What follows belongs to an exercise in optimizing a design on an open flow for small area and a short achievable clock period; a production flow would make more cautious choices. In this exercise RTL edits were held to simulation tests only and were not proved equivalent to the original. Power figures rest on the tool's default switching activity, not on a simulated workload.

==> 06-23: inputs <==
Design computing_core, start of the top module:
module computing_core(
    input clk,
    input reset,
    input [31:0] data_kernel,
    input [31:0] data_in_0,
    output [31:0] data_out_0,
    output en,
    output reg done
    );
==> flow/config.mk <==
export PLATFORM = sky130hd
export DESIGN_NAME = computing_core
export DESIGN_NICKNAME = computing_core
export VERILOG_FILES = /design/flow/design.v
export SDC_FILE = /design/flow/constraint.sdc
export NUM_CORES = 4
export LEC_CHECK = 0
export ABC_CLOCK_PERIOD_IN_PS = 2500
export CAP_MARGIN = 20
export CORE_MARGIN = 2
export CORE_UTILIZATION = 65
export CTS_CLUSTER_DIAMETER = 80
export CTS_CLUSTER_SIZE = 30
export SETUP_SLACK_MARGIN = 5
export SLEW_MARGIN = 20
==> flow/constraint.sdc <==
create_clock -name core_clock -period 8.0 [get_ports {clk}]
set_input_delay 1.6000 -clock core_clock [delete_from_list [all_inputs] [get_ports {clk}]]
set_output_delay 1.6000 -clock core_clock [all_outputs]
set_load 0.01 [all_outputs]
standard.sh (not shown) runs the stock make flow with config.mk's settings and CLKGATE_MAP_FILE= SYNTH_SCRIPT=/design/flow/synth_recipe.tcl, a recipe that flattens the netlist after the stock synthesis.
==> flow/flow/run.sh <==
#!/bin/bash
# Own flow: the standard layout with these changes to how the layout is made:
#  - after the standard synthesis, flow/faopt.py re-chooses the polarity of the
#    full-adder cells (a full adder is self-dual) to drop most of the inverters
#    Yosys's extract_fa leaves between them; registers and other cells are kept;
#  - the port buffers are plain buffers (buf_2) instead of the delay cells
#    buffer_ports picks by default;
#  - timing repair aims at a tighter setup margin.
# Each step's full output goes to a log file in the work folder.
set -uo pipefail
R=orfs/results/sky130hd/computing_core/base
bash standard.sh synth > synth.log 2>&1 || { tail -n 50 synth.log; exit 1; }
cp $R/1_2_yosys.v $R/1_2_yosys_standard.v
python3 flow/faopt.py $R/1_2_yosys_standard.v $R/1_2_yosys.v > faopt.log 2>&1 || { tail -n 20 faopt.log; exit 1; }
rm -f $R/1_synth.odb $R/1_synth.sdc
bash standard.sh "BUFFER_PORTS_ARGS=-buffer_cell sky130_fd_sc_hd__buf_2" SETUP_SLACK_MARGIN=5.2 "CTS_ARGS=-sink_clustering_enable -repair_clock_nets -sink_clustering_size 30 -sink_clustering_max_diameter 80 -dont_use_dummy_load" finish > layout.log 2>&1 || { tail -n 50 layout.log; exit 1; }
Other scripts of this flow, unchanged in this note and not shown: flow/flow/faopt.py
==> 06-25: changes against 06-23 <==
--- a/flow/flow/run.sh
+++ b/flow/flow/run.sh
@@ -15,2 +15,2 @@
 rm -f $R/1_synth.odb $R/1_synth.sdc
-bash standard.sh "BUFFER_PORTS_ARGS=-buffer_cell sky130_fd_sc_hd__buf_2" SETUP_SLACK_MARGIN=5.2 "CTS_ARGS=-sink_clustering_enable -repair_clock_nets -sink_clustering_size 30 -sink_clustering_max_diameter 80 -dont_use_dummy_load" finish > layout.log 2>&1 || { tail -n 50 layout.log; exit 1; }
+bash standard.sh "BUFFER_PORTS_ARGS=-buffer_cell sky130_fd_sc_hd__buf_2" SETUP_SLACK_MARGIN=5.35 finish > layout.log 2>&1 || { tail -n 50 layout.log; exit 1; }
==> 11-18: changes against 06-23 <==
--- a/flow/flow/run.sh
+++ b/flow/flow/run.sh
@@ -15,2 +15,2 @@
 rm -f $R/1_synth.odb $R/1_synth.sdc
-bash standard.sh "BUFFER_PORTS_ARGS=-buffer_cell sky130_fd_sc_hd__buf_2" SETUP_SLACK_MARGIN=5.2 "CTS_ARGS=-sink_clustering_enable -repair_clock_nets -sink_clustering_size 30 -sink_clustering_max_diameter 80 -dont_use_dummy_load" finish > layout.log 2>&1 || { tail -n 50 layout.log; exit 1; }
+bash standard.sh "BUFFER_PORTS_ARGS=-buffer_cell sky130_fd_sc_hd__buf_2" SETUP_SLACK_MARGIN=5.2 finish > layout.log 2>&1 || { tail -n 50 layout.log; exit 1; }
==> comparison table <==
metric                                                                 06-25                     06-23                    11-18
Data arrival time at the worst-slack endpoint                        1.17 ns                   1.16 ns                  3.25 ns
Via count of the first global-routing pass                             19500                     19600                    19400
Global-route wire length before repair                                110 mm                    112 mm                   110 mm
Leakage                                                            0.0127 uW                 0.0119 uW                0.0119 uW
Cell internal power dissipation                                      6280 uW                   6030 uW                  6130 uW
Worst clock skew                                                   0.0321 ns                 0.0986 ns                0.0416 ns
Post-detailed-placement cell area                                0.0295 mm^2               0.0295 mm^2              0.0295 mm^2
Number of non-clock inverters in the layout                              118                       119                      118
Mean number of vias per cell                                            6.46                      6.35                     6.27
Routing usage on met3                                                  4.89%                     6.06%                    4.74%
Crit path largest cell delay                                         0.37 ns                   0.37 ns                  0.57 ns
Result of the run                                    complete, no violations   complete, no violations  complete, no violations
Crit-path slowest cell                              sky130_fd_sc_hd__dfrtp_1  sky130_fd_sc_hd__dfrtp_1    sky130_fd_sc_hd__fa_1
Utilization of the core after routing                                  74.9%                     70.7%                    70.5%
Fill count                                                              2854                      3125                     3146
Share of power burned in registers                                     38.2%                     40.5%                    39.5%
Total track usage                                                      30.9%                     31.2%                    30.7%
Post-CTS setup buffers                                                    17                        10                        9
Switching share of power                                               36.7%                     35.6%                    36.1%
Number of clock buffer instances in the layout                            36                        28                       37
Worst hold slack after final layout                                 0.336 ns                  0.334 ns                 0.336 ns
Worst setup path class                                    flop to output pin        flop to output pin             flop to flop
Largest net degree at the start of global routing                         63                        64                       64
Setup slack of the worst register-to-register path                   5.24 ns                   5.24 ns                  5.24 ns
Detailed-route wire length on metal 1                                29.2 mm                   28.0 mm                  27.6 mm

==> what the ideal ports hide <==
No port has a modelled driver above. Below, the same layouts with a new extraction and two added sets of constraints.
Step 1 assumes that a clkbuf_16 drives the clock port and a buf_2 every other input.
Step 2, shift: input delay + t, output delay - t, t = (earliest + latest rising clock arrival at the registers) / 2. This alone moves slack from input paths to output paths.
Three values: ideal, step 1, step 2; two values: the first two.
run | shift t [ns] | setup WS [ns] | worst hold slack (ns) | worst setup path after step 2 | latest minus earliest clock arrival (ns)
06-23 | 0.632 | 5.245 / 5.190 / 5.155 | 0.334 / 0.334 / 0.334 | input to register | 0.099 / 0.100
06-25 | 0.689 | 5.231 / 5.174 / 5.057 | 0.336 / 0.336 / 0.336 | input to register | 0.034 / 0.033
11-18 | 0.643 | 5.236 / 5.215 / 5.149 | 0.336 / 0.336 / 0.336 | input to register | 0.043 / 0.043
After both steps setup and hold are still met in every run listed. For 06-25, which loses most, drivers alone change the setup slack by -0.057 ns; drivers and shift together by -0.174 ns.
